Context: an optimization exercise on an open-source flow, tuned for small area, a short achievable clock period and few clock cycles. The choices shown serve that exercise and are no tape-out recipe. At most, simulation tests tie the RTL to the original design; equivalence was not proved.

==> flow/design.v (excerpt) <==
module MTX_MUL( MP, ready, m1, m2, load, clk );
	input[7:0] m1, m2;
	input load, clk;
	output[17:0] MP;
	output ready;
	reg [4:0] cnt;
	reg pl, run, rdyn;
	wire [4:0] idx = ( load & ~pl ) ? 5'd0 : cnt;
	always @( posedge clk ) begin
		pl  <= load;
		cnt <= idx + 5'd1;
		run <= load | ( run & ( idx != 5'd31 ) );
		rdyn <= ~( run & ( idx >= 5'd15 ) & ( idx != 5'd31 ) );
	end
	reg [7:0] a [0:11];
	integer k;
	always @( posedge clk ) begin
		a[0] <= m1;
		for( k = 1; k < 12; k = k + 1 ) a[k] <= a[k-1];
	end
	reg [7:0] ar0, ar1, ar2, ar3;
	always @( posedge clk ) begin
		if( idx[1:0] == 2'b00 ) begin
			ar0 <= a[11];
			ar1 <= a[10];
		end
		if( idx[1:0] == 2'b01 ) begin
			ar2 <= a[10];
			ar3 <= a[9];
		end
	end
	reg [7:0] b0 [0:3];
	reg [7:0] b1 [0:3];
	reg [7:0] b2 [0:3];
	reg [7:0] b3 [0:3];
	always @( posedge clk ) begin
		b0[0] <= ( load && idx[3:2] == 2'd0 ) ? m2 : b0[3];
		b1[0] <= ( load && idx[3:2] == 2'd1 ) ? m2 : b1[3];
		b2[0] <= ( load && idx[3:2] == 2'd2 ) ? m2 : b2[3];
		b3[0] <= ( load && idx[3:2] == 2'd3 ) ? m2 : b3[3];
		for( k = 1; k < 4; k = k + 1 ) begin
			b0[k] <= b0[k-1];
			b1[k] <= b1[k-1];
			b2[k] <= b2[k-1];
			b3[k] <= b3[k-1];
		end
	end
	wire [7:0] b0t = b0[0];
	wire [7:0] b1t = b1[0];
	wire [7:0] b2t = b2[1];
	wire [7:0] b3t = b3[1];
  ...
export LEC_CHECK = 0
export ABC_CLOCK_PERIOD_IN_PS = 4000
export CAP_MARGIN = 20
export CORE_MARGIN = 2
export CORE_UTILIZATION = 75
export CTS_BUF_LIST = sky130_fd_sc_hd__clkbuf_8
export CTS_CLUSTER_DIAMETER = 50
export CTS_CLUSTER_SIZE = 20
export SETUP_SLACK_MARGIN = 5.0
export SLEW_MARGIN = 20
export SYNTH_HIERARCHICAL = 1
export SYNTH_MINIMUM_KEEP_SIZE = 0
create_clock -name core_clock -period 9.0 [get_ports {clk}]
standard.sh (not shown) runs the stock make flow with config.mk's settings and CLKGATE_MAP_FILE= SYNTH_SCRIPT=/design/flow/synth_recipe.tcl, a recipe that flattens the netlist after the stock synthesis.
==> flow/flow/run.sh <==
#!/bin/bash
# The standard layout (standard.sh), with three changes: ports are buffered with
# buf_1 instead of the default buffer; CTS uses clkbuf_8 sink clusters without
# dummy loads; and timing repair aims at 5.15 ns of setup slack (a 3.85 ns period),
# the clock itself staying at the design's period.
# make's output goes to flow.log here; each ORFS step also keeps its own log
# under orfs/logs/.
set -euo pipefail
bash standard.sh \
  "BUFFER_PORTS_ARGS=-buffer_cell sky130_fd_sc_hd__buf_1" \
  "CTS_ARGS=-sink_clustering_enable -repair_clock_nets -sink_clustering_size 20 -sink_clustering_max_diameter 50 -buf_list sky130_fd_sc_hd__clkbuf_8 -dont_use_dummy_load" \
  SETUP_SLACK_MARGIN=5.25 \
  finish > flow.log 2>&1
The starting point completed with no timing, DRC or antenna violations.
Change:
--- a/flow/design.v
+++ b/flow/design.v
@@ -1,53 +1,53 @@
 `timescale 1ns / 1ps
 module MTX_MUL( MP, ready, m1, m2, load, clk );
 	input[7:0] m1, m2;
 	input load, clk;
 	output[17:0] MP;
 	output ready;
 	reg [4:0] cnt;
-	reg pl, run, rdyn;
-	wire [4:0] idx = ( load & ~pl ) ? 5'd0 : cnt;
+	reg pl, rdyn;
+	wire first = load & ~pl;
+	wire [4:0] idx = first ? 5'd0 : cnt;
 	always @( posedge clk ) begin
-		pl  <= load;
-		cnt <= idx + 5'd1;
-		run <= load | ( run & ( idx != 5'd31 ) );
-		rdyn <= ~( run & ( idx >= 5'd15 ) & ( idx != 5'd31 ) );
+		pl <= load;
+		if( first | ( cnt != 5'd31 ) ) cnt <= idx + 5'd1;
+		rdyn <= ~( ( idx >= 5'd15 ) & ( idx != 5'd31 ) );
 	end
 	reg [7:0] a [0:11];
 	integer k;
 	always @( posedge clk ) begin
 		a[0] <= m1;
 		for( k = 1; k < 12; k = k + 1 ) a[k] <= a[k-1];
 	end
 	reg [7:0] ar0, ar1, ar2, ar3;
 	always @( posedge clk ) begin
 		if( idx[1:0] == 2'b00 ) begin
 			ar0 <= a[11];
 			ar1 <= a[10];
 		end
 		if( idx[1:0] == 2'b01 ) begin
 			ar2 <= a[10];
 			ar3 <= a[9];
 		end
 	end
 	reg [7:0] b0 [0:3];
 	reg [7:0] b1 [0:3];
 	reg [7:0] b2 [0:3];
 	reg [7:0] b3 [0:3];
 	always @( posedge clk ) begin
-		b0[0] <= ( load && idx[3:2] == 2'd0 ) ? m2 : b0[3];
-		b1[0] <= ( load && idx[3:2] == 2'd1 ) ? m2 : b1[3];
-		b2[0] <= ( load && idx[3:2] == 2'd2 ) ? m2 : b2[3];
-		b3[0] <= ( load && idx[3:2] == 2'd3 ) ? m2 : b3[3];
+		b0[0] <= ( idx[4:2] == 3'd0 ) ? m2 : b0[3];
+		b1[0] <= ( idx[4:2] == 3'd1 ) ? m2 : b1[3];
+		b2[0] <= ( idx[4:2] == 3'd2 ) ? m2 : b2[3];
+		b3[0] <= ( idx[4:2] == 3'd3 ) ? m2 : b3[3];
 		for( k = 1; k < 4; k = k + 1 ) begin
 			b0[k] <= b0[k-1];
 			b1[k] <= b1[k-1];
 			b2[k] <= b2[k-1];
 			b3[k] <= b3[k-1];
 		end
 	end
 	wire [7:0] b0t = b0[0];
 	wire [7:0] b1t = b1[0];
 	wire [7:0] b2t = b2[1];
 	wire [7:0] b3t = b3[1];
 	wire s1_1, s1_2, s1_3, s1_4, s1_5, s1_6, s1_7, s1_8, s1_9, s1_10, s1_11, s1_12, s1_13, s1_14, s1_15, s1_16, s1_17, s1_18, s1_19, s1_20, s1_21, s1_22, s1_23, s1_24, s1_25, s1_26, s1_27, s1_28, s1_29, s1_30, s1_31, s1_32, s1_33, s1_34, s1_35, s1_36, s1_37, s1_38, s1_39, s1_40, s1_41, s1_42, s1_43, s1_44, s1_45, s1_46, s1_47, s1_48, s1_49, s1_50, s1_51, s1_52, s1_53, s1_54, s1_55, s1_56, s1_57, s1_58, s1_59, s1_60, s1_61, s1_62, s1_63, s1_64, s1_65, s1_66, s1_67, s1_68, s1_69, s1_70, s1_71, s1_72, s1_73, s1_74, s1_75, s1_76, s1_77, s1_78, s1_79, s1_80, s1_81, s1_82, s1_83, s1_84, s1_85, s1_86, s1_87, s1_88, s1_89, s1_90, s1_91, s1_92, s1_93, s1_94, s1_95, s1_96, s1_97, s1_98, s1_99, s1_100, s1_101, s1_102, s1_103, s1_104, s1_105, s1_106, s1_107, s1_108, s1_109, s1_110, s1_111, s1_112, s1_113, s1_114, s1_115, s1_116, s1_117, s1_118, s1_119, s1_120, s1_121, s1_122, s1_123, s1_124, s1_125, s1_126, s1_127, s1_128, s1_129, s1_130, s1_131, s1_132, s1_133, s1_134, s1_135, s1_136, s1_137, s1_138, s1_139, s1_140, s1_141, s1_142, s1_143, s1_144, s1_145, s1_146, s1_147, s1_148, s1_149, s1_150, s1_151, s1_152, s1_153, s1_154, s1_155, s1_156, s1_157, s1_158, s1_159, s1_160, s1_161, s1_162, s1_163, s1_164, s1_165, s1_166, s1_167, s1_168, s1_169, s1_170, s1_171, s1_172, s1_173, s1_174, s1_175, s1_176, s1_177, s1_178, s1_179, s1_180, s1_181, s1_182, s1_183, s1_184, s1_185, s1_186, s1_187, s1_188, s1_189, s1_190, s1_191, s1_192, s1_193, s1_194, s1_195, s1_196, s1_197, s1_198, s1_199, s1_200, s1_201, s1_202, s1_203, s1_204, s1_205, s1_206, s1_207, s1_208, s1_209, s1_210, s1_211, s1_212, s1_213, s1_214, s1_215, s1_216, s1_217, s1_218;
Result: Via count is about the same. Die area is about the same. Cell count is unchanged. Worst setup slack gets better by 0.0058 ns. Clock-buffer cell count stays the same. Non-clock buffer count grows by 5. Routed wire length grows slightly. Flip-flop and latch count shrinks by 1. Clock skew grows by 0.028 ns. Area after synthesis is about the same. Global-route usage grows by 0.25 points.
Testbench counts after the change, summed over its fixed seeds: cycles 6,144.
No functional check of the RTL was part of the first run of this note.

---

Setup of the baseline:
Starting RTL as in the previous note.
==> flow/design.v (excerpt) <==
module MTX_MUL( MP, ready, m1, m2, load, clk );
	input[7:0] m1, m2;
	input load, clk;
	output[17:0] MP;
	output ready;
	reg [4:0] cnt;
	reg pl, run, rdyn;
	wire [4:0] idx = ( load & ~pl ) ? 5'd0 : cnt;
	always @( posedge clk ) begin
		pl  <= load;
		cnt <= idx + 5'd1;
		run <= load | ( run & ( idx != 5'd31 ) );
		rdyn <= ~( run & ( idx >= 5'd15 ) & ( idx != 5'd31 ) );
	end
	reg [7:0] a [0:11];
	integer k;
	always @( posedge clk ) begin
		a[0] <= m1;
		for( k = 1; k < 12; k = k + 1 ) a[k] <= a[k-1];
	end
	reg [7:0] ar0, ar1, ar2, ar3;
	always @( posedge clk ) begin
		if( idx[1:0] == 2'b00 ) begin
			ar0 <= a[11];
			ar1 <= a[10];
		end
		if( idx[1:0] == 2'b01 ) begin
			ar2 <= a[10];
			ar3 <= a[9];
		end
	end
	reg [7:0] b0 [0:3];
	reg [7:0] b1 [0:3];
	reg [7:0] b2 [0:3];
	reg [7:0] b3 [0:3];
	always @( posedge clk ) begin
		b0[0] <= ( load && idx[3:2] == 2'd0 ) ? m2 : b0[3];
		b1[0] <= ( load && idx[3:2] == 2'd1 ) ? m2 : b1[3];
		b2[0] <= ( load && idx[3:2] == 2'd2 ) ? m2 : b2[3];
		b3[0] <= ( load && idx[3:2] == 2'd3 ) ? m2 : b3[3];
		for( k = 1; k < 4; k = k + 1 ) begin
			b0[k] <= b0[k-1];
			b1[k] <= b1[k-1];
			b2[k] <= b2[k-1];
			b3[k] <= b3[k-1];
		end
	end
	wire [7:0] b0t = b0[0];
	wire [7:0] b1t = b1[0];
	wire [7:0] b2t = b2[1];
	wire [7:0] b3t = b3[1];
  ...
clock: 9.0 ns
lec_check: 0
abc_clock_period_in_ps: 4000
cap_margin: 20
core_margin: 2
core_utilization: 75
cts_buf_list: sky130_fd_sc_hd__clkbuf_8
cts_cluster_diameter: 50
cts_cluster_size: 20
setup_slack_margin: 5.0
slew_margin: 20
synth_hierarchical: 1
synth_minimum_keep_size: 0
==> flow/flow/run.sh <==
#!/bin/bash
# The standard layout (standard.sh), with three changes: ports are buffered with
# buf_1 instead of the default buffer; CTS uses clkbuf_8 sink clusters without
# dummy loads; and timing repair aims at 5.15 ns of setup slack (a 3.85 ns period),
# the clock itself staying at the design's period.
# make's output goes to flow.log here; each ORFS step also keeps its own log
# under orfs/logs/.
set -euo pipefail
bash standard.sh \
  "BUFFER_PORTS_ARGS=-buffer_cell sky130_fd_sc_hd__buf_1" \
  "CTS_ARGS=-sink_clustering_enable -repair_clock_nets -sink_clustering_size 20 -sink_clustering_max_diameter 50 -buf_list sky130_fd_sc_hd__clkbuf_8 -dont_use_dummy_load" \
  SETUP_SLACK_MARGIN=5.15 \
  finish > flow.log 2>&1
The baseline: all stages complete, timing, DRC and antenna checks passed
Changes in the candidate relative to the baseline:
--- a/flow/design.v
+++ b/flow/design.v
@@ -2,19 +2,19 @@
 module MTX_MUL( MP, ready, m1, m2, load, clk );
 	input[7:0] m1, m2;
 	input load, clk;
 	output[17:0] MP;
 	output ready;
 	reg [4:0] cnt;
-	reg pl, run, rdyn;
-	wire [4:0] idx = ( load & ~pl ) ? 5'd0 : cnt;
+	reg pl, rdyn;
+	wire first = load & ~pl;
+	wire [4:0] idx = first ? 5'd0 : cnt;
 	always @( posedge clk ) begin
-		pl  <= load;
-		cnt <= idx + 5'd1;
-		run <= load | ( run & ( idx != 5'd31 ) );
-		rdyn <= ~( run & ( idx >= 5'd15 ) & ( idx != 5'd31 ) );
+		pl <= load;
+		if( first | ( cnt != 5'd31 ) ) cnt <= idx + 5'd1;
+		rdyn <= ~( ( idx >= 5'd15 ) & ( idx != 5'd31 ) );
 	end
 	reg [7:0] a [0:11];
 	integer k;
 	always @( posedge clk ) begin
 		a[0] <= m1;
 		for( k = 1; k < 12; k = k + 1 ) a[k] <= a[k-1];
@@ -32,16 +32,16 @@
 	end
 	reg [7:0] b0 [0:3];
 	reg [7:0] b1 [0:3];
 	reg [7:0] b2 [0:3];
 	reg [7:0] b3 [0:3];
 	always @( posedge clk ) begin
-		b0[0] <= ( load && idx[3:2] == 2'd0 ) ? m2 : b0[3];
-		b1[0] <= ( load && idx[3:2] == 2'd1 ) ? m2 : b1[3];
-		b2[0] <= ( load && idx[3:2] == 2'd2 ) ? m2 : b2[3];
-		b3[0] <= ( load && idx[3:2] == 2'd3 ) ? m2 : b3[3];
+		b0[0] <= ( idx[4:2] == 3'd0 ) ? m2 : b0[3];
+		b1[0] <= ( idx[4:2] == 3'd1 ) ? m2 : b1[3];
+		b2[0] <= ( idx[4:2] == 3'd2 ) ? m2 : b2[3];
+		b3[0] <= ( idx[4:2] == 3'd3 ) ? m2 : b3[3];
 		for( k = 1; k < 4; k = k + 1 ) begin
 			b0[k] <= b0[k-1];
 			b1[k] <= b1[k-1];
 			b2[k] <= b2[k-1];
 			b3[k] <= b3[k-1];
 		end
==> notes.md <==
- The worst-case headroom to the max-slew limit number comes out higher for the baseline vs the candidate.
- Between the candidate and the baseline, the difference in share of the final layout cell area in multi-input gates is negligible.
- The growth of design area from synthesis to finish on the candidate is in line with that on the baseline.
- Adder and majority cell fraction of the synthesized area essentially unchanged between the candidate and the baseline.
- Taking the baseline as the reference, in the candidate met3 layer usage reported by global route went down; count of flip-flops with a built-in enable after synthesis went up.
- Changes observed in the candidate relative to the baseline: routed wire length increased by 560 um relative to the old numbers, die area closely matched the old numbers.
Testbench counts of the candidate, summed over its fixed seeds: cycles 6,144.
The RTL of the baseline was laid out without a check of its function.

-- port drivers added, routing unchanged --
In the flow no input, the clock included, has a driving cell. The finished layouts below were timed again as built, in two steps.
Step 1 assumes that a clkbuf_16 drives the clock port and a buf_2 every other input.
Step 2 moves the port delays by t, midway between the first and last clock arrival at a register: inputs arrive t later, outputs are due t later. That takes back most of the time a late clock gives input paths.
Slacks: ideal / step 1 / step 2; pairs: ideal / step 1.
run	t, ns	slack for setup (ns)	clock arrival spread, ns	slew at the worst register clock pin (ns)
the first run of note 1	0.583	5.118 / 5.073 / 5.073	0.071 / 0.072	0.11 / 0.11
the second run of note 1	0.584	5.124 / 5.085 / 5.085	0.097 / 0.097	0.11 / 0.11
the baseline	0.599	5.098 / 5.049 / 5.049	0.081 / 0.081	0.11 / 0.11
the candidate	0.597	5.102 / 5.065 / 5.065	0.079 / 0.079	0.11 / 0.11
After both steps setup and hold are still met in every run listed. The setup slack of the baseline, which loses most, moves by -0.049 ns with the drivers and by -0.049 ns with both steps.
